Context: an optimization exercise on an open-source flow, tuned for small area, a short achievable clock period and few clock cycles per item. The choices shown serve that exercise and are no tape-out recipe.
The RTL was checked by simulation tests, not by an equivalence proof against the original design.

==> flow/design.v <==
module add_sk #(parameter W=8)
(
    input  [W-1:0] a, b,
    input          ci,
    output [W-1:0] s,
    output         co
);
localparam L = (W > 1) ? $clog2(W) : 1;
wire [W-1:0] g [0:L];
wire [W-1:0] p [0:L];
wire [W-1:0] p0 = a ^ b;
assign g[0] = (a & b) | {{(W-1){1'b0}}, p0[0] & ci};
assign p[0] = p0;
genvar l, i;
generate for (l = 0; l < L; l = l + 1) begin : g_lvl
    for (i = 0; i < W; i = i + 1) begin : g_bit
        if ((i >> l) & 1) begin : g_op
            localparam integer J = ((i >> l) << l) - 1;
            assign g[l+1][i] = g[l][i] | (p[l][i] & g[l][J]);
            assign p[l+1][i] = p[l][i] & p[l][J];
        end else begin : g_pass
            assign g[l+1][i] = g[l][i];
            assign p[l+1][i] = p[l][i];
        end
    end
end endgenerate
assign s  = p0 ^ {g[L][W-2:0], ci};
assign co = g[L][W-1];
endmodule
module csa #(parameter W=8)
(
    input  [W-1:0] x, y, z,
    output [W-1:0] s, c       
);
assign s = x ^ y ^ z;
wire [W-1:0] m = (x & y) | (x & z) | (y & z);
assign c = {m[W-2:0], 1'b0};
endmodule
module uint_div #(parameter WIDTH=38)
(
    input  [WIDTH-1:0] rem_in,      
    input              bit_in,      
    input  [WIDTH-1:0] divn,        
    output [WIDTH-1:0] rem_out,     
    output             q,           
    output [WIDTH:0]   sum          
);
wire [WIDTH:0] a = {rem_in, bit_in};
wire [WIDTH:0] d;
add_sk #(.W(WIDTH+1)) i_sub (.a(a), .b({1'b1, divn}), .ci(1'b1), .s(d), .co(q));
assign sum = d;
assign rem_out = q ? d[WIDTH-1:0] : a[WIDTH-1:0];
endmodule
module add_bk #(parameter W=8)
(
    input  [W-1:0] a, b,
    input          ci,
    output [W-1:0] s,
    output         co
);
localparam L = (W > 1) ? $clog2(W) : 1;
localparam NS = 2 * L;                        
wire [W-1:0] g [0:NS];
wire [W-1:0] p [0:NS];
wire [W-1:0] p0 = a ^ b;
assign g[0] = (a & b) | {{(W-1){1'b0}}, p0[0] & ci};
assign p[0] = p0;
genvar l, i;
generate
    for (l = 0; l < L; l = l + 1) begin : g_up
        for (i = 0; i < W; i = i + 1) begin : g_bit
            if (((i + 1) % (2 << l)) == 0) begin : g_op
                assign g[l+1][i] = g[l][i] | (p[l][i] & g[l][i - (1 << l)]);
                assign p[l+1][i] = p[l][i] & p[l][i - (1 << l)];
            end else begin : g_pass
                assign g[l+1][i] = g[l][i];
                assign p[l+1][i] = p[l][i];
            end
        end
    end
    for (l = 0; l < L; l = l + 1) begin : g_dn
        for (i = 0; i < W; i = i + 1) begin : g_bit
            if ((L - 1 - l) >= 0 && i >= (3 << (L - 1 - l)) - 1 &&
                ((i + 1 - (1 << (L - 1 - l))) % (2 << (L - 1 - l))) == 0) begin : g_op
                assign g[L+l+1][i] = g[L+l][i] | (p[L+l][i] & g[L+l][i - (1 << (L - 1 - l))]);
                assign p[L+l+1][i] = p[L+l][i] & p[L+l][i - (1 << (L - 1 - l))];
            end else begin : g_pass
                assign g[L+l+1][i] = g[L+l][i];
                assign p[L+l+1][i] = p[L+l][i];
            end
        end
    end
endgenerate
assign s  = p0 ^ {g[NS][W-2:0], ci};
assign co = g[NS][W-1];
endmodule
module div4_step #(parameter WIDTH=38)
(
    input  [WIDTH-1:0] rem_in,      
    input  [1:0]       bits_in,     
    input  [WIDTH-1:0] divn,        
    input  [WIDTH+1:0] div3n,       
    output [WIDTH-1:0] rem_out,     
    output [1:0]       q,           
    output [WIDTH+1:0] sum1,        
    output [WIDTH+1:0] sum2         
);
wire [WIDTH+1:0] x = {rem_in, bits_in};
wire [WIDTH+1:0] s1, s2, s3;
wire             c1, c2, c3;        
add_sk #(.W(WIDTH+2)) i_s1 (.a(x), .b({2'b11, divn}),       .ci(1'b1), .s(s1), .co(c1));
add_sk #(.W(WIDTH+2)) i_s2 (.a(x), .b({1'b1, divn, 1'b1}),  .ci(1'b1), .s(s2), .co(c2));
add_sk #(.W(WIDTH+2)) i_s3 (.a(x), .b(div3n),               .ci(1'b1), .s(s3), .co(c3));
assign rem_out = c3 ? s3[WIDTH-1:0] :
                 c2 ? s2[WIDTH-1:0] :
                 c1 ? s1[WIDTH-1:0] : x[WIDTH-1:0];
assign q       = {c2, c3 | (c1 & ~c2)};
assign sum1    = s1;
assign sum2    = s2;
endmodule
module div8_step #(parameter WIDTH=11)
(
    input  [WIDTH-1:0] rem_in,      
    input  [2:0]       bits_in,     
    input  [WIDTH+2:0] d1n, d3n, d5n, d7n,
    output [WIDTH-1:0] rem_out,     
    output [2:0]       q            
);
wire [WIDTH+2:0] x = {rem_in, bits_in};
wire [WIDTH+2:0] mn [1:7];          
assign mn[1] = d1n;
assign mn[2] = {d1n[WIDTH+1:0], 1'b1};
assign mn[3] = d3n;
assign mn[4] = {d1n[WIDTH:0], 2'b11};
assign mn[5] = d5n;
assign mn[6] = {d3n[WIDTH+1:0], 1'b1};
assign mn[7] = d7n;
wire [WIDTH+2:0] s [1:7];
wire [7:1]       c;                 
genvar j;
generate for (j = 1; j <= 7; j = j + 1) begin : g_sub
    add_sk #(.W(WIDTH+3)) i_s (.a(x), .b(mn[j]), .ci(1'b1), .s(s[j]), .co(c[j]));
end endgenerate
assign q = {c[4], c[6] | (c[2] & ~c[4]),
            c[7] | (c[5] & ~c[6]) | (c[3] & ~c[4]) | (c[1] & ~c[2])};
assign rem_out = c[7]          ? s[7][WIDTH-1:0] :
                 c[6]          ? s[6][WIDTH-1:0] :
                 c[5]          ? s[5][WIDTH-1:0] :
                 c[4]          ? s[4][WIDTH-1:0] :
                 c[3]          ? s[3][WIDTH-1:0] :
                 c[2]          ? s[2][WIDTH-1:0] :
                 c[1]          ? s[1][WIDTH-1:0] : x[WIDTH-1:0];
endmodule
module si570_math
(
    input             clk, resetn,
    input      [47:0] old_si570_regs,
    output     [47:0] new_si570_regs,
    output     [31:0] fxtal,
    input             start,
    output            idle
);
localparam NI  = 6;
localparam NC1 = (NI + 32) / 2;            
localparam NCS = 32 / 2;                   
localparam NC2 = 42 / 3;                   
wire[ 2:0] in_hs  = old_si570_regs[47:45];
wire[ 6:0] in_n1  = old_si570_regs[44:38];
wire[37:0] in_rf  = old_si570_regs[37:0];
reg        busy;
reg        prep1;        
reg        prep2;        
reg        sk;           
reg [4:0]  cnt;          
reg [3:0]  cnt2;         
reg [37:0] rfn;          
reg [39:0] r3n;          
reg        int_ph;       
reg [10:0] k;            
reg [12:0] k3n;          
reg [37:0] p1;           
reg [31:0] fq;           
reg [10:0] p2;           
reg [41:0] qd;           
assign fxtal          = fq;
assign new_si570_regs = {3'd0, 7'd3, qd[37:0]};
assign idle           = ~busy & ~start;
wire [7:0]  in_n  = {1'b0, in_n1} + 8'd1;
wire [10:0] in_k  = {1'b0, in_n, 2'b0} + (in_hs[0] ? {3'd0, in_n} : 11'd0)
                  + (in_hs[1] ? {2'd0, in_n, 1'b0} : 11'd0) + (in_hs[2] ? {1'b0, in_n, 2'b0} : 11'd0);
wire [33:0] mt0 = {k, 23'd0};
wire [33:0] mt1 = {3'd0, k, 20'd0};
wire [33:0] mt2 = {5'd0, k, 18'd0};
wire [33:0] mt3 = {7'd0, k, 16'd0};
wire [33:0] mt4 = {14'd0, k, 9'd0};
wire [33:0] mt5 = {15'd0, k, 8'd0};
wire [33:0] mt6 = ~{20'd0, k, 3'd0};      
wire [33:0] mt7 = {23'd0, k};
wire [33:0] ms1, mc1, ms2, mc2, ms3, mc3, ms4, mc4, ms5, mc5, ms, mc;
csa #(34) i_m1 (mt0, mt1, mt2, ms1, mc1);
csa #(34) i_m2 (mt3, mt4, mt5, ms2, mc2);
csa #(34) i_m3 (ms1, mc1, ms2, ms3, mc3);
csa #(34) i_m4 (mc2, mt6, mt7, ms4, mc4);
csa #(34) i_m5 (ms3, mc3, ms4, ms5, mc5);
csa #(34) i_m6 (ms5, mc5, mc4, ms, mc);
wire [12:0] k3 = {1'b0, k, 1'b0} + {2'd0, k};
wire [43:0] es, ec, e;
csa #(44) i_e1 ({1'b0, ~rfn, 5'd0}, {6'd0, ~rfn}, {34'd0, k[10:1]}, es, ec);
add_sk #(44) i_e (.a(es), .b(ec), .ci(1'b0), .s(e), .co());
wire [37:0] r1;
wire [1:0]  q1;
wire [39:0] sum1;        
wire [39:0] sum2;        
div4_step #(.WIDTH(38)) u_div1 (
    .rem_in (p1),
    .bits_in(fq[31:30] & {2{int_ph}}),
    .divn   (rfn),
    .div3n  (r3n),
    .rem_out(r1),
    .q      (q1),
    .sum1   (sum1),
    .sum2   (sum2)
);
wire [33:0] m = sum1[33:0];
wire skip = (in_rf[37:34] != 0)
          | ((in_rf[37:33] != 0) && (k <= 11'd879))
          | ((in_rf[37:31] != 0) && (k <= 11'd219))
          | ((in_rf[37:29] != 0) && (k <= 11'd54));
wire [10:0] r2a, r2;
wire [1:0]  q2a;
wire        q2b;
wire [2:0]  q2 = {q2a, q2b};
div4_step #(.WIDTH(11)) u_div2a (
    .rem_in (p2),
    .bits_in(qd[41:40]),
    .divn   (~k),
    .div3n  (k3n),
    .rem_out(r2a),
    .q      (q2a),
    .sum1   (),
    .sum2   ()
);
uint_div #(.WIDTH(11)) u_div2b (
    .rem_in (r2a),
    .bit_in (qd[39]),
    .divn   (~k),
    .rem_out(r2),
    .q      (q2b),
    .sum    ()
);
wire rf_phase = (cnt2 != 4'hF);
always @(posedge clk) begin
    if (resetn == 0) begin
        busy  <= 1'b0;
        prep1 <= 1'b0;
        prep2 <= 1'b0;
    end else if (!busy) begin
        if (start) begin
            busy  <= 1'b1;
            prep1 <= 1'b1;
        end
    end else if (prep1) begin
        prep1 <= 1'b0;
        prep2 <= 1'b1;
    end else if (prep2) begin
        prep2 <= 1'b0;
    end else if (cnt == 0) begin
        busy  <= 1'b0;
    end
end
always @(posedge clk) begin
    k3n <= ~k3;
    if (!busy) begin
        k      <= in_k;
        p1     <= {2'b11, ~in_rf[37:2]};
        int_ph <= 1'b1;
    end else if (prep1 | prep2) begin
        int_ph <= 1'b1;
    end else begin
        int_ph <= (cnt > NC1 - NI / 2);
    end
    if (prep1) r3n <= sum2;
    if (prep1) begin
        p1  <= {6'd0, ms[33:2]};
        rfn <= {4'd0, mc};
        cnt <= NC1 - 1;
    end else begin
        rfn <= ~in_rf;
        if (prep2) begin
            p1  <= skip ? {4'd0, m} : m[33:NI];
            cnt <= skip ? NCS - 1 : NC1 - 1;
        end else begin
            if (busy) p1 <= r1;
            cnt <= cnt - 1;
        end
    end
    if (prep1) begin
        p2   <= {9'd0, e[43:42]};
        cnt2 <= NC2 - 1;
    end else begin
        p2   <= r2;
        if (rf_phase) cnt2 <= cnt2 - 1;
    end
end
always @(posedge clk) begin
    if (!busy) begin
        if (start) fq[31:30] <= ~in_rf[1:0];
    end else if (prep1) begin
        fq[31:30] <= ms[1:0];
        qd        <= e[41:0];
    end else if (prep2) begin
        fq[31:26] <= skip ? 6'd0 : m[NI-1:0];
        if (rf_phase) qd <= {qd[38:0], q2};
    end else if (busy) begin
        fq <= {fq[29:0], q1};
        if (rf_phase) qd <= {qd[38:0], q2};
    end
end
endmodule
==> flow/run.sh <==
#!/bin/bash
# synth_recipe.tcl (not shown) runs the flow's synth.tcl, then flattens the netlist and writes it again
# the make line also repeats each setting of config.mk as NAME=value (left out here)
make -C /OpenROAD-flow-scripts/flow DESIGN_CONFIG=/design/flow/config.mk WORK_HOME=/design/flow/orfs CLKGATE_MAP_FILE= SYNTH_SCRIPT=/design/flow/synth_recipe.tcl finish
==> flow/config.mk <==
export PLATFORM = sky130hd
export DESIGN_NAME = si570_math
export DESIGN_NICKNAME = si570_math
export VERILOG_FILES = /design/flow/design.v
export SDC_FILE = /design/flow/constraint.sdc
export NUM_CORES = 4
export LEC_CHECK = 0
export ABC_AREA = 1
export ABC_CLOCK_PERIOD_IN_PS = 4000
export CAP_MARGIN = 20
export CORE_MARGIN = 2
export CORE_UTILIZATION = 55
export SETUP_SLACK_MARGIN = 2.5
export SLEW_MARGIN = 20
==> flow/constraint.sdc <==
create_clock -name core_clock -period 6.5 [get_ports {clk}]
set_input_delay 1.3000 -clock core_clock [delete_from_list [all_inputs] [get_ports {clk}]]
set_output_delay 1.3000 -clock core_clock [all_outputs]
set_load 0.01 [all_outputs]
==> flow_summary.toml, run 1 <==
[worst_setup_path]
r2r-start = "k[9]"
endpoint_kind = "register"
reg2reg_to = "qd[0]"
reg2regPathDepth = 25
crit_type = "reg -> reg"
cp.required_ns = 6.83
crit_path_start_kind = "register"
cp_max_fo = 6
cp-startpoint = "k[9]"
cp.arrival_ns = 4.25
rrSetupSlack_ns = 2.58

[worst_hold_path]
hold_end = "prep1"
worstHoldPathType = "reg -> reg"
holdCritStartpoint = "busy"
worstHoldPathCells = 1

[logic_synthesis]
synth_top_area_cell = "ha_1"
yosysWarnings = 5
synth_top_area_share_pct = 17.7
synth_top_flop_cell = "edfxtp_1"
synth.avg_cell_area_sq_um = 7.57
yosys_register_bits = 238
yosysUniqueCellTypes = 63
synthTopCellsByArea = "ha_1, edfxtp_1, nand2_1"
synthesis.area_sq_um = 23700
yosysSeqAreaShare_pct = 25.4
netlist_instances = 3130
synth_edf_count = 125
async_flop_share_pct = 0

[timing]
finalCritPeriodShare_pct = 60.3
setup-tns-final_ns = 0
hold_viol_final = 0
drv_slew = 0
tightest_slew_ns = 0.954
slew_headroom_pct = 36.4
fmax_mhz = 255
setup_violations = 0
rsz0062_at_grt = "true"
skew_ns = 0.0295
period_minus_slack_ns = 3.92

[finish]
antenna_cells = 0
syn_to_final_growth_pct = 13.3
nets = 3718
post-route-cell-area_sq_um = 26800
drive_gt1_share_pct = 8.83

[placed_design]
dpl.hpwl_um = 58400
place_congestion = 0.943
io_buffers = 121
place_area_sq_um = 25100

[global_route]
grt_pass1_wl_um = 115000
grtUsageTotal_pct = 33.2
grt_pass1_vias = 20148
antenna_found_initial = 0
grt_overflow = 0
grt_max_degree = 81

[routing]
vias = 21491
drc = 0
drt_iter0_drc = 1881
post_drt_wl_per_cell_um = 19.7
postRouteAntennaNets = 0
first_pass_iters = 6
wirelength_um = 75100
vias_per_cell = 5.64

[die]
core_sq_um = 42800
num_rows = 76
die_h_um = 212
initial_utilization_pct = 55.4
die-area_sq_um = 44800
io_pins = 132
die_x_um = 212

[cts]
clk_path_buf_depth = 3
htree_levels = 1
clkTransAtPathRegs_ns = 0.06
cts.sinks = 238
clock_latency_ns = 0.59
cts_tree = "built"
holdBufCountCts = 0
cts_buffers = 29
root_buffer = "clkbuf_16"

[run_status]
status = "no timing/DRC/antenna violations"

[flow_run]
drv_cap = 0
[synthesized netlist by cell type (53+ instances only)]
cell        n
dfxtp_1   113
xor2_1     65
o21ai_0    96
a21oi_1   215
edfxtp_1  125
inv_1     446
nand2_1   822
fa_1       90
nor2_1    174
nand3_1   222
buf_4      53
ha_1      336
[cells in the final DEF (no fill, tap or decap), drive strengths merged, types with 2 or more instances in the layout]
| master | count |
|---|---|
| ha | 336 |
| a21o | 17 |
| nand4 | 10 |
| o21a | 4 |
| o221ai | 2 |
| mux2i | 10 |
| nand3 | 226 |
| nor4 | 3 |
| dfxtp | 113 |
| o21bai | 12 |
| a31oi | 13 |
| inv | 449 |
| and2 | 8 |
| conb | 10 |
| a21boi | 7 |
| a31o | 4 |
| o211ai | 20 |
| o31ai | 2 |
| a22oi | 6 |
| nand2 | 850 |
| buf | 66 |
| o21ai | 116 |
| or2 | 12 |
| clkdlybuf4s50 | 113 |
| clkinvlp | 6 |
| edfxtp | 125 |
| a21oi | 226 |
| xor2 | 65 |
| nor3 | 30 |
| nor2 | 180 |
| xnor2 | 37 |
| dlymetal6s2s | 3 |
| a221oi | 3 |
| fa | 90 |
| a211oi | 3 |
| nand3b | 14 |
| o22ai | 9 |
| clkbuf | 44 |
| clkinv | 13 |
[kinds of logic (layout without fill, tap and decap cells)]
group	count (synthesis)	count (layout)	synth area share (%)
fa+ha+maj	426	426	25.3
xor+xnor	102	102	3.77
simple gates	1335	1335	23.9
compound gates	446	446	10.8
other cells	2	10	0.0317
buf+inv	571	696	10.4
mux	10	10	0.422
flops	238	238	25.4
[how the worst max path moves through the flow]
stage                       end  slack, ns  depth (start not counted)
after global placement    k[10]       1.46                         19
after CTS                 qd[0]       2.49                         29
after global routing      p2[7]       2.36                         31
after detailed placement  qd[0]       1.43                         25
final                     qd[0]       2.58                         25
after floorplan           k[10]       2.43                         17
[state kept, by name, summed over array words and instances (netlist names)]
signal and flops:
qd 42, r3n 40, p1 38, rfn 38
fq 32, k3n 13, k 11, p2 11
cnt 5, cnt2 4, busy 1, int_ph 1
prep1 1, prep2 1
[per-layer routing]
| metal | global-route usage [%] | part of all wire, % | routed length (um) | up-vias |
|---|---|---|---|---|
| met4 | 9.03 | 2.9 | 2160 | 0 |
| met3 | 3.84 | 7.4 | 5580 | 141 |
| met2 | 52.2 | 44 | 33100 | 821 |
| met5 | 0 | 0 | 0 | - |
| li1 | - | - | - | 10394 |
| met1 | 48.2 | 46 | 34200 | 10135 |
[through the flow]
stage | setup WS [ns] | utilization, % | hold WS, ns | instances
after floorplan | 2.43 | - | 0.432 | 3138
after global placement | 1.46 | 58.7 | 0.406 | 3699
after detailed placement | 1.43 | 58.7 | 0.418 | 3699
after CTS | 2.49 | 61.4 | 0.432 | 3778
after global routing | 2.36 | 62.7 | 0.446 | 3809
final | 2.58 | 62.7 | 0.428 | 3809
[what timing repair did]
item                                    in CTS  in global routing
resized for setup                           22                 93
pin swaps                                   17                 44
buffers inserted                            26                 30
endpoints found under the setup margin      19                 39
gates cloned                                 0                  1
hold endpoints to repair                     0                  0
[final cells by class]
cell class | instances | area (sq um)
clock buffers | 40 | 791
clock inverters | 13 | 101
multi-input cells | 2329 | 15700
well taps | 546 | 683
flip-flops and latches | 238 | 6020
inverters | 456 | 1760
repair buffers | 187 | 1740
fillers | 3859 | 16000
[worst max-delay path: stages, from the launching register on]
cell      delay (ns)
edfxtp_1        0.51
clkinv_4        0.15
ha_4            0.31
buf_4           0.10
nand2_1         0.08
nor4_2          0.29
nand2_4         0.14
nand2_8         0.13
buf_6           0.10
o211ai_1        0.08
a22oi_2         0.24
ha_4            0.26
a21oi_2         0.14
nand2_2         0.08
nand3_2         0.07
nand2_2         0.07
nand2_2         0.07
nand2_2         0.07
nand2_2         0.07
nand2_2         0.06
nand3_2         0.06
nand2_2         0.08
a21oi_4         0.20
nand2_4         0.11
nor2_4          0.15
nor2_1          0.05
Testbench counts, summed over its fixed seeds: cycles 7,572, items 384.
==> inputs of run 2 (changes only) <==
--- a/flow/config.mk
+++ b/flow/config.mk
@@ -11,3 +11,4 @@
 export CORE_MARGIN = 2
-export CORE_UTILIZATION = 55
+export CORE_UTILIZATION = 65
+export PLACE_DENSITY = 0.72
 export SETUP_SLACK_MARGIN = 2.5
==> run 2 against run 1 <==
Still clean. Non-clock buffer count up 16. Sequential share of layout area down 0.13 points. Largest cell class unchanged.
==> flow_summary.toml, run 2 <==
[finish]
largest_reg_flops = 42
drive_gt1_share_pct = 9.70
mostFrequentLayoutCell = "nand2_1"
nets = 3733
reg_top3 = "qd x42, r3n x40"
top_register = "qd"
layout_common_cells = "nand2_1, inv_1, ha_1"
utilization_pct = 75.5
post-route-cell-area_sq_um = 27000
syn_to_final_growth_pct = 13.9

[timing]
setup-tns-final_ns = 0
drv_slew = 0
rsz0062_at_grt = "true"
fmax_mhz = 249
setup_violations = 0
finalCritPeriodShare_pct = 61.7
period_minus_slack_ns = 4.01
hold_viol_final = 0
skew_ns = 0.0364
tightest_slew_ns = 1.02
slew_headroom_pct = 31.8

[routing]
drt_iter0_drc = 1994
vias_per_cell = 5.97
vias = 22321
drc = 0
first_pass_iters = 6
wirelength_um = 74400
postRouteAntennaNets = 0
post_drt_wl_per_cell_um = 19.9

[cts]
clk_path_buf_depth = 3
root_buffer = "clkbuf_16"
clkTransAtPathRegs_ns = 0.06
holdBufCountCts = 0
clock_latency_ns = 0.59
cts.sinks = 238
htree_levels = 1
cts_buffers = 27
cts_tree = "built"

[logic_synthesis]
netlist_instances = 3130
synthesis.area_sq_um = 23700
synth_top_area_cell = "ha_1"
yosysWarnings = 5
synth_edf_count = 125
ys_top_cells_by_count = "nand2_1, inv_1, ha_1"
yosysSeqAreaShare_pct = 25.4
yosys_register_bits = 238
synth_top_area_share_pct = 17.7
synth_top_flop_cell = "edfxtp_1"
yosysMostFrequentCell = "nand2_1"
synth.avg_cell_area_sq_um = 7.57
async_flop_share_pct = 0
yosysUniqueCellTypes = 63
synthTopCellsByArea = "ha_1, edfxtp_1, nand2_1"

[worst_setup_path]
endpoint_kind = "register"
cp_slowest_cell = "edfxtp_1"
crit_path_start_kind = "register"
cp.required_ns = 6.99
cp_max_fo = 7
path_buf_inv = 7
worst_path_dominant_cell_family = "simple AND/OR/NAND/NOR gates"
critical_path.most_common_cell = "nand2_2"
cp.arrival_ns = 4.50
crit_type = "reg -> reg"
max_stage_delay_ns = 0.49

[die]
die_h_um = 195
die-area_sq_um = 38000
die_x_um = 195
num_rows = 69
initial_utilization_pct = 66.3
core_sq_um = 35700
io_pins = 132

[global_route]
grt_max_degree = 81
grt_overflow = 0
grt_pass1_vias = 21143
antenna_found_initial = 0
grtUsageTotal_pct = 38.1
grt_pass1_wl_um = 115000

[run_status]
status = "no timing/DRC/antenna violations"

[worst_hold_path]
worstHoldPathType = "reg -> reg"

[placed_design]
place_congestion = 0.998
place_area_sq_um = 25000
dpl.hpwl_um = 55900
io_buffers = 121

[flow_run]
drv_cap = 0
-- run 2: metrics by stage --
step	setup slack [ns]	instances	hold WS, ns
after detailed placement	1.37	3614	0.437
after global routing	2.31	3738	0.469
after global placement	1.47	3614	0.432
after floorplan	2.43	3138	0.432
final	2.49	3739	0.450
after CTS	2.50	3706	0.453
-- run 2: path summary, 6_finish.rpt --
| check | slack (ns) | start | end | cells past startpoint |
|---|---|---|---|---|
| worst min-delay path | 0.45 | fq[18] | fq[20] | 0 |
| worst max register to register | 2.49 | k[0] | p2[4] | 32 |
| worst min register to register | 0.45 | fq[18] | fq[20] | 0 |
| worst max-delay path | 2.49 | k[0] | p2[4] | 32 |
-- run 2: area by class of cell --
cell class / instances / area [sq um]
diodes: 1 / 2.50
clock buffers: 30 / 697
clock inverters: 20 / 181
fillers: 2706 / 8760
inverters: 456 / 1770
multi-input cells: 2330 / 15800
flip-flops and latches: 238 / 6020
well taps: 461 / 577
repair buffers: 203 / 1900
-- run 2: timing repair --
action	in CTS	in global routing
cloned	1	0
pin swaps	15	65
setup buffers	41	32
resized for setup	33	114
endpoints found under the setup margin	20	42
-- run 2: cells by family after synthesis --
| logic type | synth area share [%] |
|---|---|
| other | 0.0317 |
| XOR/XNOR | 3.77 |
| flip-flops | 25.4 |
| adder cells (fa/ha/maj) | 25.3 |
| multiplexers | 0.422 |
| buffers and inverters | 10.4 |
| AND/OR/NAND/NOR | 23.9 |
| AO/OA/AOI/OAI | 10.8 |
-- run 2: worst register-to-register path, delay by kind of cell, from the launching register on --
kind / cells / cell delay [ns]
buf+inv: 7 / 0.83
compound gates: 3 / 0.36
simple gates: 20 / 1.70
flops: 1 / 0.49
fa+ha+maj: 2 / 0.54
-- run 2: metal layers --
| metal | part of all wire, % | global-route usage [%] | vias to the layer above |
|---|---|---|---|
| li1 | - | - | 10421 |
| met1 | 41 | 53.0 | 10472 |
| met2 | 45 | 60.9 | 1204 |
| met3 | 10 | 5.47 | 224 |
| met4 | 4.2 | 13.2 | 0 |
| met5 | 0 | 0 | - |
==> inputs of run 3 (changes only) <==
--- a/flow/config.mk
+++ b/flow/config.mk
@@ -11,4 +11,3 @@
 export CORE_MARGIN = 2
-export CORE_UTILIZATION = 65
-export PLACE_DENSITY = 0.72
+export CORE_UTILIZATION = 50
 export SETUP_SLACK_MARGIN = 2.5
==> run 3 against run 2 <==
Final cell count up 4.0%. Non-clock buffer count down 4. Still clean on timing, DRC and antenna. Critical path type unchanged. Clock skew decreased by 0.019 ns.
==> flow_summary.toml, run 3 <==
[cts]
root_buffer = "clkbuf_16"
cts.sinks = 238
cts_tree = "built"
clkTransAtPathRegs_ns = 0.06
clock_latency_ns = 0.60
cts_buffers = 31
holdBufCountCts = 0
htree_levels = 1
clk_path_buf_depth = 3

[timing]
drv_slew = 0
finalCritPeriodShare_pct = 60.9
rsz0062_at_grt = "true"
tightest_slew_ns = 1.02
period_minus_slack_ns = 3.96
fmax_mhz = 252
setup_violations = 0
whs_ns = 0.449
slew_headroom_pct = 32.2
hold_viol_final = 0
setup-tns-final_ns = 0
skew_ns = 0.0173

[routing]
drt_iter0_drc = 1902
drc = 0
vias_per_cell = 5.53
first_pass_iters = 17
wirelength_um = 76800
vias = 21497
postRouteAntennaNets = 0
post_drt_wl_per_cell_um = 19.8

[logic_synthesis]
yosys_register_bits = 238
synth_top_area_cell = "ha_1"
yosysUniqueCellTypes = 63
synth_top_flop_cell = "edfxtp_1"
async_flop_share_pct = 0
ys_top_cells_by_count = "nand2_1, inv_1, ha_1"
synth.avg_cell_area_sq_um = 7.57
synth_top_area_share_pct = 17.7
yosysWarnings = 5
synthTopCellsByArea = "ha_1, edfxtp_1, nand2_1"
yosysSeqAreaShare_pct = 25.4
synthesis.area_sq_um = 23700
synth_edf_count = 125
netlist_instances = 3130
yosysMostFrequentCell = "nand2_1"

[worst_setup_path]
cp_max_fo = 7
cp-startpoint = "k[0]"
cp_slowest_cell = "edfxtp_1"
cp.arrival_ns = 4.29
reg2regPathDepth = 27
critical_path.most_common_cell = "nand2_2"
max_stage_delay_ns = 0.49
cp.required_ns = 6.83
crit_type = "reg -> reg"
reg2reg_to = "qd[0]"
r2r-start = "k[0]"
worst_path_dominant_cell_family = "simple AND/OR/NAND/NOR gates"
path_buf_inv = 2
endpoint_kind = "register"
rrSetupSlack_ns = 2.54
crit_path_start_kind = "register"

[finish]
mostFrequentLayoutCell = "nand2_1"
antenna_cells = 0
largest_reg_flops = 42
syn_to_final_growth_pct = 15.2
nets = 3733
layout_common_cells = "nand2_1, inv_1, ha_1"
final_cells = 3888
reg_top3 = "qd x42, r3n x40"
top_register = "qd"
drive_gt1_share_pct = 10.1

[die]
die_x_um = 222
die-area_sq_um = 49100
die_h_um = 222
initial_utilization_pct = 50.8
num_rows = 79
core_sq_um = 46700
io_pins = 132

[global_route]
antenna_found_initial = 0
grt_pass1_vias = 20897
grt_pass1_wl_um = 118000
grt_overflow = 0
grtUsageTotal_pct = 30.6
grt_max_degree = 74

[worst_hold_path]
hold_end = "fq[24]"
worstHoldPathType = "reg -> reg"
holdCritStartpoint = "fq[22]"
worstHoldPathCells = 0

[flow_run]
drv_cap = 0

[placed_design]
dpl.hpwl_um = 58500
io_buffers = 121
dp_cells = 3767
place_congestion = 0.949

[run_status]
status = "no timing/DRC/antenna violations"
## run 3: cell counts after synthesis
No cell type changed its count.
## run 3: repair_timing
item	in CTS	in global routing
setup endpoints to repair	19	31
hold endpoints to repair	0	0
buffers inserted	41	21
cloned	1	0
pin swaps	24	59
resized for setup	63	100
## run 3: how the worst max path moves through the flow
| stage | to | slack (ns) | cells after the start |
|---|---|---|---|
| after floorplan | k[10] | 2.43 | 17 |
| after global placement | qd[0] | 1.46 | 25 |
| after detailed placement | qd[0] | 1.31 | 26 |
| after CTS | qd[0] | 2.48 | 27 |
| after global routing | qd[0] | 2.36 | 27 |
| final | qd[0] | 2.54 | 27 |
## run 3: metal layers
layer	vias up	track usage, %	share of wire, %
li1	10433	-	-
met1	10218	42.3	45
met2	734	50.7	46
met3	112	3.96	6.9
met4	0	7.93	2.4
met5	-	0	0
## run 3: kinds of logic after synthesis
logic type                 synth area share (%)
and+or+nand+nor                            23.9
other                                    0.0317
muxes                                     0.422
AOI/OAI and AO/OA                          10.8
DFF                                        25.4
buffers and inverters                      10.4
adders and majority gates                  25.3
xor gates and xnor gates                   3.77
## run 3: metrics by stage
step                      setup slack (ns)  utilization [%]  area [sq um]
after floorplan                       2.43                -         23900
after global routing                  2.36             58.5         27300
after detailed placement              1.31             54.2         25300
after CTS                             2.48             57.5         26800
final                                 2.54             58.5         27300
after global placement                1.46             54.2         25300
## run 3: layout make-up
cell class	count	area [sq um]
Sequential cell	238	6030
Inverter	456	1780
Tap cell	607	759
Clock inverter	25	228
Timing Repair Buffer	199	1890
Fill cell	4395	19400
Multi-Input combinational cell	2330	15800
Clock buffer	33	783
## run 3: worst register-to-register path: stages, from the launching register on
cell      delay, ns
edfxtp_1       0.49
ha_2           0.24
inv_2          0.05
fa_2           0.20
nand3_2        0.10
nand2_4        0.11
nand3_4        0.08
o21ai_4        0.20
nand2_4        0.10
nand2_8        0.12
buf_6          0.10
o211ai_1       0.11
a22oi_2        0.21
ha_4           0.25
a21oi_2        0.16
nand2_2        0.08
nand3_2        0.06
nand2_2        0.06
nand2_2        0.06
nand2_2        0.06
nand2_2        0.07
nand2_2        0.08
nand3_2        0.07
nand2_2        0.08
a21oi_4        0.23
nand2_4        0.13
nor2_4         0.15
nor2_1         0.06
==> inputs of run 4 (changes only) <==
--- a/flow/config.mk
+++ b/flow/config.mk
@@ -12,3 +12,3 @@
 export CORE_UTILIZATION = 50
-export SETUP_SLACK_MARGIN = 2.5
+export SETUP_SLACK_MARGIN = 2.2
 export SLEW_MARGIN = 20
==> run 4 against run 3 <==
Area after synthesis is the same. Global-route usage grew 0.12 points. First-iteration DRC count shrank 2.8%. Sequential cell count is the same.
==> flow_summary.toml, run 4 <==
[worst_setup_path]
endpoint_kind = "register"
critical_path.most_common_cell = "nand2_1"
path_cells = "clkdlybuf4s50_1, inv_1, o21ai_2, nand2_2, inv_1, nand2_1, fa_1, inv_1, fa_1, ha_4, a21oi_2, nand2_1, a21oi_2, o21bai_1, nand2_1, nand2_1, a21oi_1, xor2_1"
reg2reg_to = "p2[6]"
endpoint = "k[10]"
reg2regPathDepth = 21
cp-startpoint = "old_si570_regs[42]"
cp.arrival_ns = 4.50
cp.depth = 18
rrSetupSlack_ns = 2.43
crit_type = "in -> reg"
max_stage_delay_ns = 0.58
r2r-start = "k[3]"
cp_slowest_cell = "fa_1"
cp.required_ns = 6.83
crit_path_start_kind = "primary input"
worst_path_dominant_cell_family = "adder cells"
path_buf_inv = 4
cp_max_fo = 4

[logic_synthesis]
async_flop_share_pct = 0
yosysWarnings = 5
synth_top_area_share_pct = 17.7
synth.avg_cell_area_sq_um = 7.57
yosysSeqAreaShare_pct = 25.4
yosys_register_bits = 238
ys_top_cells_by_count = "nand2_1, inv_1, ha_1"
yosysUniqueCellTypes = 63
synthesis.area_sq_um = 23700
yosysMostFrequentCell = "nand2_1"
synth_edf_count = 125
netlist_instances = 3130
synth_top_flop_cell = "edfxtp_1"
synthTopCellsByArea = "ha_1, edfxtp_1, nand2_1"
synth_top_area_cell = "ha_1"

[global_route]
grt_pass1_wl_um = 118000
grt_pass1_vias = 20503
grt_util_met2_pct = 50.1
grt_max_degree = 76
top_usage_layer = "met2"
use_met3_pct = 3.50
gr-usage-met1_pct = 43.7
grt_overflow = 0
antenna_found_initial = 0
grtUsageTotal_pct = 30.8

[routing]
first_pass_iters = 18
postRouteAntennaNets = 0
drt_iter0_drc = 1848
post_drt_wl_per_cell_um = 19.8
vias = 21601
wirelength_um = 77100
drc = 0
vias_per_cell = 5.56

[cts]
htree_levels = 1
clock_latency_ns = 0.59
cts_tree = "built"
holdBufCountCts = 0
cts_buffers = 30
clkTransAtPathRegs_ns = 0.06
clk_path_buf_depth = 3
root_buffer = "clkbuf_16"
cts.sinks = 238

[timing]
drv_slew = 0
skew_ns = 0.0196
finalCritPeriodShare_pct = 64.2
slew_headroom_pct = 30.9
tightest_slew_ns = 1.03
worst_slack_ns = 2.33
rsz0062_at_grt = "true"
setup-tns-final_ns = 0
hold_viol_final = 0
setup_violations = 0
period_minus_slack_ns = 4.17
fmax_mhz = 240

[finish]
nets = 3732
drive_gt1_share_pct = 7.63
top_register = "qd"
seq_area_sq_um = 6020
multi_input_area_sq_um = 15500
mostFrequentLayoutCell = "nand2_1"
fillers = 4372
syn_to_final_growth_pct = 13.4
utilization_pct = 57.6
antenna_cells = 0
reg_top3 = "qd x42, r3n x40"
largest_reg_flops = 42
layout_common_cells = "nand2_1, inv_1, ha_1"

[placed_design]
io_buffers = 121
preCtsSetupSlack_ns = 1.18
dpl.hpwl_um = 60100
place_congestion = 0.937

[die]
core_sq_um = 46700
die-area_sq_um = 49100
die_x_um = 222
initial_utilization_pct = 50.8
die_h_um = 222
num_rows = 79
io_pins = 132

[worst_hold_path]
worstHoldPathType = "reg -> reg"
holdCritStartpoint = "fq[21]"
worstHoldPathCells = 0

[run_status]
status = "no timing/DRC/antenna violations"

[flow_run]
drv_cap = 0
[run 4: cell counts after synthesis]
No cell type changed its count.
[run 4: layer usage]
| layer | part of all wire [%] | vias up |
|---|---|---|
| met2 | 46 | 723 |
| li1 | - | 10428 |
| met5 | 0 | - |
| met1 | 45 | 10342 |
| met4 | 2.4 | 0 |
| met3 | 6.6 | 108 |
[run 4: final cells by class]
type                    count  share of cell area, %
clock buffers              41                   3.14
inverters                 456                   6.49
well taps                 607                   2.83
multi-input cells        2329                   57.6
repair buffers            200                   6.96
flip-flops and latches    238                   22.4
clock inverters            14                  0.550
[run 4: repair_timing]
item                       in CTS  in global routing
hold endpoints to repair        0                  0
resized for setup              27                 52
setup endpoints to repair      16                 15
buffers inserted               24                 36
pin swaps                       6                 17
[run 4: worst min path at each step]
stage	end	slack, ns
global route	fq[21]	0.47
CTS	fq[23]	0.45
detailed placement	fq[23]	0.43
floorplan	cnt[0]	0.43
finish	fq[23]	0.45
global placement	fq[14]	0.43
[run 4: kinds of logic (layout without fill, tap and decap cells)]
logic type / Yosys count / in the layout / synth area share (%)
mux: 10 / 10 / 0.422
compound gates: 446 / 446 / 10.8
flops: 238 / 238 / 25.4
simple gates: 1335 / 1335 / 23.9
other cells: 2 / 10 / 0.0317
xor+xnor: 102 / 102 / 3.77
fa+ha+maj: 426 / 426 / 25.3
buf+inv: 571 / 711 / 10.4
[run 4: metrics by stage]
stage | instance area, sq um | std cells | hold WS [ns]
2_1_floorplan | 23700 | 3138 | 0.432
3_3_place_gp | 25100 | 3770 | 0.433
3_5_place_dp | 25100 | 3770 | 0.430
4_1_cts | 26400 | 3849 | 0.453
5_1_grt | 26900 | 3885 | 0.465
6_report | 26900 | 3885 | 0.450
[run 4: worst register-to-register path: stages, from the launching register on]
cell and delay (ns):
edfxtp_1 0.42, inv_1 0.28, ha_1 0.34, a21oi_1 0.23
nand2_2 0.11, nand3_2 0.11, o21ai_4 0.08, buf_4 0.14
fa_1 0.50, a21oi_1 0.04, o21ai_0 0.14, o21ai_0 0.13
a21oi_1 0.25, ha_1 0.32, a21oi_1 0.19, nand2_2 0.10
a21oi_4 0.16, nand2_4 0.10, buf_12 0.15, nand2_1 0.05
nand2_1 0.04, nor2_1 0.13
==> inputs of run 5 (changes only) <==
--- a/flow/config.mk
+++ b/flow/config.mk
@@ -8,7 +8,7 @@
 export ABC_AREA = 1
-export ABC_CLOCK_PERIOD_IN_PS = 4000
+export ABC_CLOCK_PERIOD_IN_PS = 3500
 export CAP_MARGIN = 20
 export CORE_MARGIN = 2
-export CORE_UTILIZATION = 50
-export SETUP_SLACK_MARGIN = 2.2
+export CORE_UTILIZATION = 55
+export SETUP_SLACK_MARGIN = 3.0
 export SLEW_MARGIN = 20
==> run 5 against run 4 <==
Die area is 8.9% lower. Clock-buffer cell count fell by 2. Register-to-register slack improved by 0.13 ns. First-iteration DRC count grew 17%. Utilization rose by 7.2 points. Largest cell class unchanged.
==> flow_summary.toml, run 5 <==
[global_route]
grtUsageTotal_pct = 33.8
grt_pass1_vias = 20683
grt_overflow = 0
grt_max_degree = 73
antenna_found_initial = 1
grt_pass1_wl_um = 117000

[cts]
root_buffer = "clkbuf_16"
cts.sinks = 238
clock_latency_ns = 0.61
holdBufCountCts = 0
cts_buffers = 30
clk_path_buf_depth = 3
clkTransAtPathRegs_ns = 0.06
htree_levels = 1
cts_tree = "built"

[placed_design]
place_congestion = 0.952
dpl.hpwl_um = 58200
io_buffers = 121
preCtsSetupSlack_ns = 1.39

[worst_setup_path]
endpoint_kind = "register"
rrSetupSlack_ns = 2.56
cp_slowest_cell = "edfxtp_1"
crit_type = "reg -> reg"
reg2regPathDepth = 30
reg2reg_to = "p2[5]"
cp_max_fo = 7
cp.arrival_ns = 4.41
max_stage_delay_ns = 0.49
endpoint = "p2[5]"
cp.required_ns = 6.97
crit_path_start_kind = "register"
critical_path.most_common_cell = "nand2_2"
r2r-start = "k[0]"
cp-startpoint = "k[0]"

[routing]
first_pass_iters = 6
postRouteAntennaNets = 0
vias_per_cell = 5.67
wirelength_um = 77500
post_drt_wl_per_cell_um = 20.1
vias = 21896
drc = 0
drt_iter0_drc = 2166

[finish]
antenna_cells = 0
syn_to_final_growth_pct = 17.0
largest_reg_flops = 42
top_register = "qd"
layout_common_cells = "nand2_1, inv_1, ha_1"
nets = 3767
reg_top3 = "qd x42, r3n x40"
drive_gt1_share_pct = 11.8
mostFrequentLayoutCell = "nand2_1"

[die]
die_h_um = 212
die_x_um = 212
die-area_sq_um = 44800
io_pins = 132
initial_utilization_pct = 55.4
core_sq_um = 42800
num_rows = 76

[logic_synthesis]
yosysSeqAreaShare_pct = 25.4
yosysUniqueCellTypes = 63
synth_top_area_share_pct = 17.7
yosys_register_bits = 238
synth.avg_cell_area_sq_um = 7.57
yosysWarnings = 5
ys_top_cells_by_count = "nand2_1, inv_1, ha_1"
synthesis.area_sq_um = 23700
async_flop_share_pct = 0
synth_top_area_cell = "ha_1"
synth_top_flop_cell = "edfxtp_1"
synthTopCellsByArea = "ha_1, edfxtp_1, nand2_1"
synth_edf_count = 125
yosysMostFrequentCell = "nand2_1"
netlist_instances = 3130

[timing]
fmax_mhz = 254
tightest_slew_ns = 1.06
setup-tns-final_ns = 0
drv_slew = 0
period_minus_slack_ns = 3.94
worst_slack_ns = 2.56
finalCritPeriodShare_pct = 60.7
rsz0062_at_grt = "true"
setup_violations = 0
hold_viol_final = 0
skew_ns = 0.0318
slew_headroom_pct = 29.5

[run_status]
status = "no timing/DRC/antenna violations"

[worst_hold_path]
worstHoldPathType = "reg -> reg"

[flow_run]
drv_cap = 0
==> run 5: routing by layer <==
metal  GRT usage [%]  vias to the layer above  share of wire, %
li1                -                    10510                 -
met1            48.6                    10341                43
met5               0                        -             0.014
met4            10.5                        2               3.6
met3            4.72                      166               8.8
met2            52.9                      877                44
==> run 5: cell families after synthesis <==
family | after synthesis | share of synthesized area, %
mux | 10 | 0.422
simple gates | 1335 | 23.9
buf+inv | 571 | 10.4
flops | 238 | 25.4
compound gates | 446 | 10.8
other cells | 2 | 0.0317
fa+ha+maj | 426 | 25.3
xor+xnor | 102 | 3.77
==> run 5: stage by stage <==
step	hold WS, ns	utilization, %	instances	area [sq um]
floorplan	0.432	-	3138	23900
global placement	0.432	58.9	3701	25200
detailed placement	0.434	58.9	3701	25200
CTS	0.452	63.5	3825	27200
global route	0.469	64.8	3859	27700
finish	0.455	64.8	3859	27700
==> run 5: worst min-delay path by stage <==
stage	start	endpoint	slack, ns	cells after the start
2_1_floorplan	cnt[0]	cnt[0]	0.43	1
3_3_place_gp	fq[23]	fq[25]	0.43	0
3_5_place_dp	fq[15]	fq[17]	0.43	0
4_1_cts	fq[12]	fq[14]	0.45	0
5_1_grt	fq[18]	fq[20]	0.47	0
6_report	fq[18]	fq[20]	0.46	0
==> run 5: what timing repair did <==
action / 4_1_cts / 5_1_grt
gates resized for setup: 155 / 63
pin swaps: 65 / 51
setup buffers: 65 / 30
gates cloned: 4 / 4
setup endpoints to repair: 62 / 65
==> run 5: worst max-delay path, delay by kind of cell, from the launching register on <==
family / cells / cell delay (ns)
AO/OA/AOI/OAI: 4 / 0.59
adder cells (fa/ha/maj): 3 / 0.84
buffers and inverters: 3 / 0.28
flip-flops: 1 / 0.49
AND/OR/NAND/NOR: 20 / 1.62
==> run 5: area by class of cell <==
type                            instances  area (sq um)
Clock buffer                           39           805
Clock inverter                         16           181
Fill cell                            3727         15100
Inverter                              456          1800
Multi-Input combinational cell       2334         16100
Sequential cell                       238          6030
Tap cell                              546           683
Timing Repair Buffer                  228          2160
Timing Repair inverter                  2          25.0
==> inputs of run 6 (changes only) <==
--- a/flow/config.mk
+++ b/flow/config.mk
@@ -8,3 +8,3 @@
 export ABC_AREA = 1
-export ABC_CLOCK_PERIOD_IN_PS = 3500
+export ABC_CLOCK_PERIOD_IN_PS = 4000
 export CAP_MARGIN = 20
@@ -12,3 +12,3 @@
 export CORE_UTILIZATION = 55
-export SETUP_SLACK_MARGIN = 3.0
+export SETUP_SLACK_MARGIN = 2.7
 export SLEW_MARGIN = 20
==> run 6 against run 5 <==
Global-route usage fell by 0.54 points. Still clean. Highest routed layer is now met4. Non-clock buffer count fell by 14. Largest cell class unchanged. Clock skew fell by 0.0063 ns. Area after synthesis did not move.
==> flow_summary.toml, run 6 <==
[run_status]
status = "no timing/DRC/antenna violations"

[finish]
fillers = 3765
post-route-cell-area_sq_um = 27300
drive_gt1_share_pct = 10.5
reg_top3 = "qd x42, r3n x40"
multi_input_area_sq_um = 15900
syn_to_final_growth_pct = 15.2
antenna_cells = 0
final_cells = 3839
mostFrequentLayoutCell = "nand2_1"
nets = 3748
layout_common_cells = "nand2_1, inv_1, ha_1"
top_register = "qd"
seq_area_sq_um = 6020
largest_reg_flops = 42

[logic_synthesis]
yosysWarnings = 5
synth_top_area_share_pct = 17.7
synthTopCellsByArea = "ha_1, edfxtp_1, nand2_1"
ys_top_cells_by_count = "nand2_1, inv_1, ha_1"
yosys_register_bits = 238
synth.avg_cell_area_sq_um = 7.57
synth_top_flop_cell = "edfxtp_1"
netlist_instances = 3130
yosysSeqAreaShare_pct = 25.4
async_flop_share_pct = 0
synth_edf_count = 125
yosysUniqueCellTypes = 63
synthesis.area_sq_um = 23700
yosysMostFrequentCell = "nand2_1"
synth_top_area_cell = "ha_1"

[worst_setup_path]
max_stage_delay_ns = 0.46
path_cells = "inv_2, ha_4, inv_2, fa_2, fa_1, xnor2_1, nand2_1, o211ai_1, a22oi_1, ha_1, nand3_2, nand2_2, nand2_2, nand2_2, nand2_2, nand2_2, nand3_2, nand2_2, a21oi_4, nand2_4, buf_4, nor2_1, nor2_1"
cp.required_ns = 6.97
cp_slowest_cell = "edfxtp_1"
critical_path.most_common_cell = "nand2_2"
reg2reg_to = "p2[4]"
r2r-start = "qd[40]"
cp.arrival_ns = 4.44
reg2regPathDepth = 23
crit_path_start_kind = "register"
crit_type = "reg -> reg"
endpoint_kind = "register"
cp_max_fo = 5
rrSetupSlack_ns = 2.52

[timing]
period_minus_slack_ns = 3.98
fmax_mhz = 251
skew_ns = 0.0255
tightest_slew_ns = 1.01
slew_headroom_pct = 32.5
setup_violations = 0
finalCritPeriodShare_pct = 61.2
rsz0062_at_grt = "true"
drv_slew = 0
worst_slack_ns = 2.52
setup-tns-final_ns = 0
hold_viol_final = 0

[die]
die_x_um = 212
io_pins = 132
die-area_sq_um = 44800
num_rows = 76
die_h_um = 212
initial_utilization_pct = 55.4
core_sq_um = 42800

[cts]
cts_tree = "built"
clock_latency_ns = 0.60
root_buffer = "clkbuf_16"
clk_path_buf_depth = 3
holdBufCountCts = 0
htree_levels = 1
clkTransAtPathRegs_ns = 0.06
cts_buffers = 29
cts.sinks = 238

[placed_design]
dpl.hpwl_um = 57500
place_area_sq_um = 25200
preCtsSetupSlack_ns = 1.43
io_buffers = 121
place_congestion = 0.942
dp_cells = 3700

[global_route]
grt_max_degree = 129
grtUsageTotal_pct = 33.3
grt_pass1_vias = 20142
grt_pass1_wl_um = 115000
antenna_found_initial = 0
grt_overflow = 0

[routing]
drt_iter0_drc = 1798
first_pass_iters = 7
vias = 21778
postRouteAntennaNets = 0
wirelength_um = 75900
vias_per_cell = 5.67
drc = 0
post_drt_wl_per_cell_um = 19.8

[worst_hold_path]
worstHoldPathType = "reg -> reg"
holdCritStartpoint = "fq[12]"
worstHoldPathCells = 0
hold_end = "fq[14]"

[flow_run]
drv_cap = 0
-- run 6: cell counts after synthesis --
No cell type changed its count.
-- run 6: per-stage QoR --
| stage | hold slack (ns) | utilization (%) |
|---|---|---|
| after floorplan | 0.432 | - |
| after global placement | 0.432 | 58.9 |
| after detailed placement | 0.435 | 58.9 |
| after CTS | 0.455 | 62.6 |
| after global routing | 0.456 | 63.8 |
| final | 0.458 | 63.8 |
-- run 6: critical path, delay by kind of cell (launching register included) --
kind / cells / cell delay, ns
AOI/OAI and AO/OA: 3 / 0.69
xor gates and xnor gates: 1 / 0.16
adders and majority gates: 4 / 1.29
buffers and inverters: 3 / 0.33
DFF: 1 / 0.46
and+or+nand+nor: 12 / 0.93
-- run 6: layer usage --
metal	global-route usage, %	share of wire, %	vias up
met1	47.8	45	10254
met2	51.6	44	884
met5	0	0	-
li1	-	-	10473
met4	10.2	3.4	0
met3	5.10	8.0	167
-- run 6: logic make-up after synthesis --
group | after synthesis | share of synthesized area [%]
compound gates | 446 | 10.8
mux | 10 | 0.422
buf+inv | 571 | 10.4
other cells | 2 | 0.0317
xor+xnor | 102 | 3.77
fa+ha+maj | 426 | 25.3
simple gates | 1335 | 23.9
flops | 238 | 25.4
-- run 6: repair_timing --
item                       in CTS  in global routing
setup endpoints to repair      24                 55
setup buffers                  61                 22
gates resized for setup        86                 88
pin swaps                      42                 63
hold endpoints to repair        0                  0
gates cloned                    1                  2
-- run 6: how the worst max path moves through the flow --
stage / endpoint / slack, ns / cells after the start / start
2_1_floorplan: k[10] / 2.43 / 17 / old_si570_regs[40]
3_3_place_gp: k[10] / 1.47 / 18 / old_si570_regs[38]
3_5_place_dp: k[10] / 1.43 / 18 / old_si570_regs[38]
4_1_cts: qd[0] / 2.70 / 20 / qd[40]
5_1_grt: p2[4] / 2.36 / 23 / p2[1]
6_report: p2[4] / 2.52 / 23 / qd[40]
-- run 6: layout make-up --
| type | count | share of cell area (%) |
|---|---|---|
| multi-input cells | 2332 | 58.3 |
| flip-flops and latches | 238 | 22.1 |
| clock buffers | 39 | 2.88 |
| well taps | 546 | 2.50 |
| inverters | 456 | 6.63 |
| clock inverters | 14 | 0.440 |
| repair buffers | 214 | 7.20 |
==> inputs of run 7 (changes only) <==
--- a/flow/config.mk
+++ b/flow/config.mk
@@ -10,5 +10,7 @@
 export CAP_MARGIN = 20
+export CELL_PAD_IN_SITES_DETAIL_PLACEMENT = 0
+export CELL_PAD_IN_SITES_GLOBAL_PLACEMENT = 0
 export CORE_MARGIN = 2
 export CORE_UTILIZATION = 55
-export SETUP_SLACK_MARGIN = 2.7
+export SETUP_SLACK_MARGIN = 2.5
 export SLEW_MARGIN = 20
==> run 7 against run 6 <==
Non-clock buffer count down 27. Hold slack worse by 0.030 ns. Fmax is 1.5% higher. Area after synthesis did not move. Critical path type unchanged. Critical endpoint is now qd[0]. Highest routed layer unchanged.
==> flow_summary.toml, run 7 <==
[cts]
cts_buffers = 29
root_buffer = "clkbuf_16"
cts.sinks = 238
htree_levels = 1
clk_path_buf_depth = 3
clock_latency_ns = 0.59
clkTransAtPathRegs_ns = 0.06
cts_tree = "built"

[finish]
nets = 3718
syn_to_final_growth_pct = 13.3
top_register = "qd"
layout_common_cells = "nand2_1, inv_1, ha_1"
reg_top3 = "qd x42, r3n x40"
largest_reg_flops = 42
fillers = 3859
drive_gt1_share_pct = 8.83
mostFrequentLayoutCell = "nand2_1"
antenna_cells = 0

[timing]
setup_violations = 0
slew_headroom_pct = 36.4
hold_viol_final = 0
rsz0062_at_grt = "true"
skew_ns = 0.0295
finalCritPeriodShare_pct = 60.3
setup-tns-final_ns = 0
whs_ns = 0.428
period_minus_slack_ns = 3.92
drv_slew = 0
tightest_slew_ns = 0.954
fmax_mhz = 255

[placed_design]
place_congestion = 0.943
dpl.hpwl_um = 58400
io_buffers = 121

[worst_setup_path]
r2r-start = "k[9]"
rrSetupSlack_ns = 2.58
cp_max_fo = 6
endpoint_kind = "register"
max_stage_delay_ns = 0.51
cp_slowest_cell = "edfxtp_1"
crit_type = "reg -> reg"
cp.arrival_ns = 4.25
reg2regPathDepth = 25
crit_path_start_kind = "register"
cp.required_ns = 6.83
reg2reg_to = "qd[0]"
critical_path.most_common_cell = "nand2_2"

[logic_synthesis]
ys_top_cells_by_count = "nand2_1, inv_1, ha_1"
synth_top_flop_cell = "edfxtp_1"
yosys_register_bits = 238
yosysUniqueCellTypes = 63
synthTopCellsByArea = "ha_1, edfxtp_1, nand2_1"
synthesis.area_sq_um = 23700
synth_top_area_cell = "ha_1"
yosysMostFrequentCell = "nand2_1"
synth_top_area_share_pct = 17.7
yosysWarnings = 5
async_flop_share_pct = 0
netlist_instances = 3130
synth_edf_count = 125
yosysSeqAreaShare_pct = 25.4
synth.avg_cell_area_sq_um = 7.57

[global_route]
grt_pass1_vias = 20148
antenna_found_initial = 0
grtUsageTotal_pct = 33.2
grt_pass1_wl_um = 115000
grt_overflow = 0
grt_max_degree = 81

[routing]
vias_per_cell = 5.64
vias = 21491
wirelength_um = 75100
first_pass_iters = 6
postRouteAntennaNets = 0
drc = 0
post_drt_wl_per_cell_um = 19.7
drt_iter0_drc = 1881

[flow_run]
drv_cap = 0

[die]
die-area_sq_um = 44800
die_h_um = 212
core_sq_um = 42800
initial_utilization_pct = 55.4
io_pins = 132
num_rows = 76
die_x_um = 212

[worst_hold_path]
worstHoldPathCells = 1
worstHoldPathType = "reg -> reg"
holdCritStartpoint = "busy"
hold_end = "prep1"

[run_status]
status = "no timing/DRC/antenna violations"
==> run 7: worst max-delay path by stage <==
| stage | from | to | slack [ns] | depth (start not counted) |
|---|---|---|---|---|
| detailed placement | k[6] | qd[0] | 1.43 | 25 |
| global route | k[0] | p2[7] | 2.36 | 31 |
| finish | k[9] | qd[0] | 2.58 | 25 |
| floorplan | old_si570_regs[40] | k[10] | 2.43 | 17 |
| CTS | k[0] | qd[0] | 2.49 | 29 |
| global placement | old_si570_regs[38] | k[10] | 1.46 | 19 |
==> run 7: layer usage <==
layer / vias to the layer above / share of wire [%] / GRT usage (%)
met5: - / 0 / 0
met4: 0 / 2.9 / 9.03
met3: 141 / 7.4 / 3.84
met2: 821 / 44 / 52.2
met1: 10135 / 46 / 48.2
li1: 10394 / - / -
==> run 7: cell families (layout without fill, tap and decap cells) <==
kind of cell | Yosys count | after routing | share of synthesized area (%)
other | 2 | 10 | 0.0317
buffers and inverters | 571 | 696 | 10.4
AO/OA/AOI/OAI | 446 | 446 | 10.8
XOR/XNOR | 102 | 102 | 3.77
flip-flops | 238 | 238 | 25.4
multiplexers | 10 | 10 | 0.422
AND/OR/NAND/NOR | 1335 | 1335 | 23.9
adder cells (fa/ha/maj) | 426 | 426 | 25.3
==> run 7: through the flow <==
stage	util [%]	cell area [sq um]	setup WS, ns	instances
after floorplan	-	23900	2.43	3138
after global placement	58.7	25100	1.46	3699
after detailed placement	58.7	25100	1.43	3699
after CTS	61.4	26300	2.49	3778
after global routing	62.7	26800	2.36	3809
final	62.7	26800	2.58	3809
==> run 7: cell type report <==
| class | count | area, sq um | area share (%) |
|---|---|---|---|
| Sequential cell | 238 | 6020 | 22.4 |
| Clock inverter | 13 | 101 | 0.378 |
| Timing Repair Buffer | 187 | 1740 | 6.50 |
| Clock buffer | 40 | 791 | 2.95 |
| Tap cell | 546 | 683 | 2.55 |
| Inverter | 456 | 1760 | 6.57 |
| Multi-Input combinational cell | 2329 | 15700 | 58.6 |
==> run 7: timing repair <==
action	4_1_cts	5_1_grt
pin swaps	17	44
hold buffers	0	0
setup endpoints to repair	19	39
buffers inserted	26	30
gates resized for setup	22	93
gates cloned	0	1
==> run 7: worst max-delay path, delay by kind of cell, from the launching register on <==
family	cells	cell delay (ns)
AOI/OAI and AO/OA	4	0.66
and+or+nand+nor	16	1.58
adders and majority gates	2	0.57
DFF	1	0.51
buffers and inverters	3	0.35
==> inputs of run 8 (changes only) <==
--- a/flow/config.mk
+++ b/flow/config.mk
@@ -10,6 +10,6 @@
 export CAP_MARGIN = 20
-export CELL_PAD_IN_SITES_DETAIL_PLACEMENT = 0
-export CELL_PAD_IN_SITES_GLOBAL_PLACEMENT = 0
 export CORE_MARGIN = 2
 export CORE_UTILIZATION = 55
+export CTS_CLUSTER_DIAMETER = 80
+export CTS_CLUSTER_SIZE = 30
 export SETUP_SLACK_MARGIN = 2.5
==> run 8 against run 7 <==
Sequential share of layout area about the same. Clock-buffer cell count fell by 17. Register-to-register slack barely moved. Wire length down 0.65%. Die area did not move. Critical path depth up 4. Non-clock buffer count grew 2. Fmax hardly changed. Synthesized cell count is the same. Critical endpoint unchanged. Highest routed layer unchanged.
==> flow_summary.toml, run 8 <==
[run_status]
status = "no timing/DRC/antenna violations"

[logic_synthesis]
ys_top_cells_by_count = "nand2_1, inv_1, ha_1"
yosysMostFrequentCell = "nand2_1"
netlist_instances = 3130
yosysSeqAreaShare_pct = 25.4
synth_top_area_cell = "ha_1"
yosys_register_bits = 238
async_flop_share_pct = 0
synth_top_area_share_pct = 17.7
yosysWarnings = 5
yosysUniqueCellTypes = 63
synth_top_flop_cell = "edfxtp_1"
synth.avg_cell_area_sq_um = 7.57
synth_edf_count = 125
synthTopCellsByArea = "ha_1, edfxtp_1, nand2_1"
synthesis.area_sq_um = 23700

[global_route]
grt_overflow = 0
grt_max_degree = 81
grt_pass1_vias = 20058
antenna_found_initial = 0
grt_pass1_wl_um = 114000
grtUsageTotal_pct = 32.9

[placed_design]
place_congestion = 0.943
io_buffers = 121
dpl.hpwl_um = 58400
place_area_sq_um = 25100
dp_cells = 3699

[routing]
vias = 21432
post_drt_wl_per_cell_um = 19.6
vias_per_cell = 5.64
drt_iter0_drc = 1728
drc = 0
postRouteAntennaNets = 0
first_pass_iters = 6
wirelength_um = 74600

[finish]
final_cells = 3798
post-route-cell-area_sq_um = 26800
top_register = "qd"
drive_gt1_share_pct = 8.86
nets = 3713
antenna_cells = 0
largest_reg_flops = 42
reg_top3 = "qd x42, r3n x40"
syn_to_final_growth_pct = 13.1
layout_common_cells = "nand2_1, inv_1, ha_1"
mostFrequentLayoutCell = "nand2_1"

[cts]
root_buffer = "clkbuf_16"
clock_latency_ns = 0.57
holdBufCountCts = 0
cts.sinks = 238
htree_levels = 1
cts_tree = "built"
clkTransAtPathRegs_ns = 0.08
cts_buffers = 22
clk_path_buf_depth = 3

[timing]
setup_violations = 0
finalCritPeriodShare_pct = 60.3
drv_slew = 0
slew_headroom_pct = 35.7
fmax_mhz = 255
period_minus_slack_ns = 3.92
tightest_slew_ns = 0.964
whs_ns = 0.435
rsz0062_at_grt = "true"
setup-tns-final_ns = 0
skew_ns = 0.0220
hold_viol_final = 0

[die]
die_h_um = 212
io_pins = 132
core_sq_um = 42800
die-area_sq_um = 44800
die_x_um = 212
num_rows = 76
initial_utilization_pct = 55.4

[worst_setup_path]
critical_path.most_common_cell = "nand2_2"
crit_type = "reg -> reg"
max_stage_delay_ns = 0.42
cp.arrival_ns = 4.23
cp_max_fo = 6
path_buf_inv = 3
worst_path_dominant_cell_family = "simple AND/OR/NAND/NOR gates"
crit_path_start_kind = "register"
cp.required_ns = 6.81
cp_slowest_cell = "edfxtp_1"
endpoint_kind = "register"

[worst_hold_path]
worstHoldPathType = "reg -> reg"

[flow_run]
drv_cap = 0
run 8: cell counts after synthesis:
No cell type changed its count.
run 8: what timing repair did:
| item | 4_1_cts | 5_1_grt |
|---|---|---|
| gates resized for setup | 22 | 101 |
| setup buffers | 32 | 27 |
| setup endpoints to repair | 19 | 38 |
| pin swaps | 18 | 46 |
run 8: metrics by stage:
step	utilization [%]	setup WS, ns
3_5_place_dp	58.7	1.43
3_3_place_gp	58.7	1.46
4_1_cts	61.4	2.50
2_1_floorplan	-	2.43
6_report	62.6	2.58
5_1_grt	62.6	2.37
run 8: metal layers:
layer | wire length (um) | vias up | GRT usage [%]
li1 | - | 10386 | -
met1 | 34100 | 10123 | 48.1
met3 | 5490 | 128 | 3.65
met2 | 32900 | 795 | 51.8
met4 | 2080 | 0 | 8.72
met5 | 0 | - | 0
run 8: final cells by class:
| class | instances | area, sq um |
|---|---|---|
| clock inverters | 17 | 258 |
| clock buffers | 23 | 576 |
| multi-input cells | 2329 | 15800 |
| flip-flops and latches | 238 | 6020 |
| well taps | 546 | 683 |
| inverters | 456 | 1770 |
| fillers | 3863 | 16000 |
| repair buffers | 189 | 1740 |
run 8: kinds of logic (layout without fill, tap and decap cells):
| kind of cell | Yosys count | count (layout) | synth area share [%] |
|---|---|---|---|
| and+or+nand+nor | 1335 | 1335 | 23.9 |
| buffers and inverters | 571 | 685 | 10.4 |
| AOI/OAI and AO/OA | 446 | 446 | 10.8 |
| adders and majority gates | 426 | 426 | 25.3 |
| DFF | 238 | 238 | 25.4 |
| xor gates and xnor gates | 102 | 102 | 3.77 |
| muxes | 10 | 10 | 0.422 |
| other | 2 | 10 | 0.0317 |
run 8: final timing paths:
check / slack [ns] / endpoint / from / depth (start not counted)
worst max-delay path: 2.58 / qd[0] / qd[40] / 29
worst min register to register: 0.43 / prep1 / busy / 1
worst min-delay path: 0.43 / prep1 / busy / 1
worst max register to register: 2.58 / qd[0] / qd[40] / 29

static timing again, ports no longer ideal:
How much do the figures lean on ideal ports? The routed layouts below were timed once more, with nothing changed but the port constraints.
Step 1: set_driving_cell puts a clkbuf_16 on clk and a buf_2 on each other input, an assumption about the parent block.
Step 2 adds t to the input delays and takes it off the output delays; t is the mean of the earliest and latest rising clock arrival at the registers after step 1. Input paths then give back, and output paths get back, about the clock's delay inside the block.
a / b / c = ideal ports / drivers / drivers and shift; a / b = the first two.
run	t, ns	setup WS [ns]	hold WS [ns]	worst slew at a driven data input, ns	pins driven straight from the clock port
run 1	0.630	2.582 / 2.582 / 2.039	0.428 / 0.428 / 0.428	0.09	1
run 2	0.623	2.487 / 2.487 / 2.014	0.450 / 0.450 / 0.450	0.05	1
run 3	0.647	2.539 / 2.539 / 2.033	0.449 / 0.449 / 0.449	0.04	1
run 4	0.647	2.327 / 2.363 / 1.716	0.450 / 0.450 / 0.450	0.04	1
run 5	0.653	2.557 / 2.557 / 2.088	0.455 / 0.455 / 0.455	0.07	1
run 6	0.641	2.523 / 2.523 / 2.089	0.458 / 0.458 / 0.458	0.07	1
run 7	0.630	2.582 / 2.582 / 2.039	0.428 / 0.428 / 0.428	0.09	1
run 8	0.621	2.580 / 2.580 / 2.050	0.435 / 0.435 / 0.435	0.09	1
After both steps setup and hold are still met in every run listed. The setup slack of run 4, which loses most, moves by +0.036 ns with the drivers and by -0.611 ns with both steps.
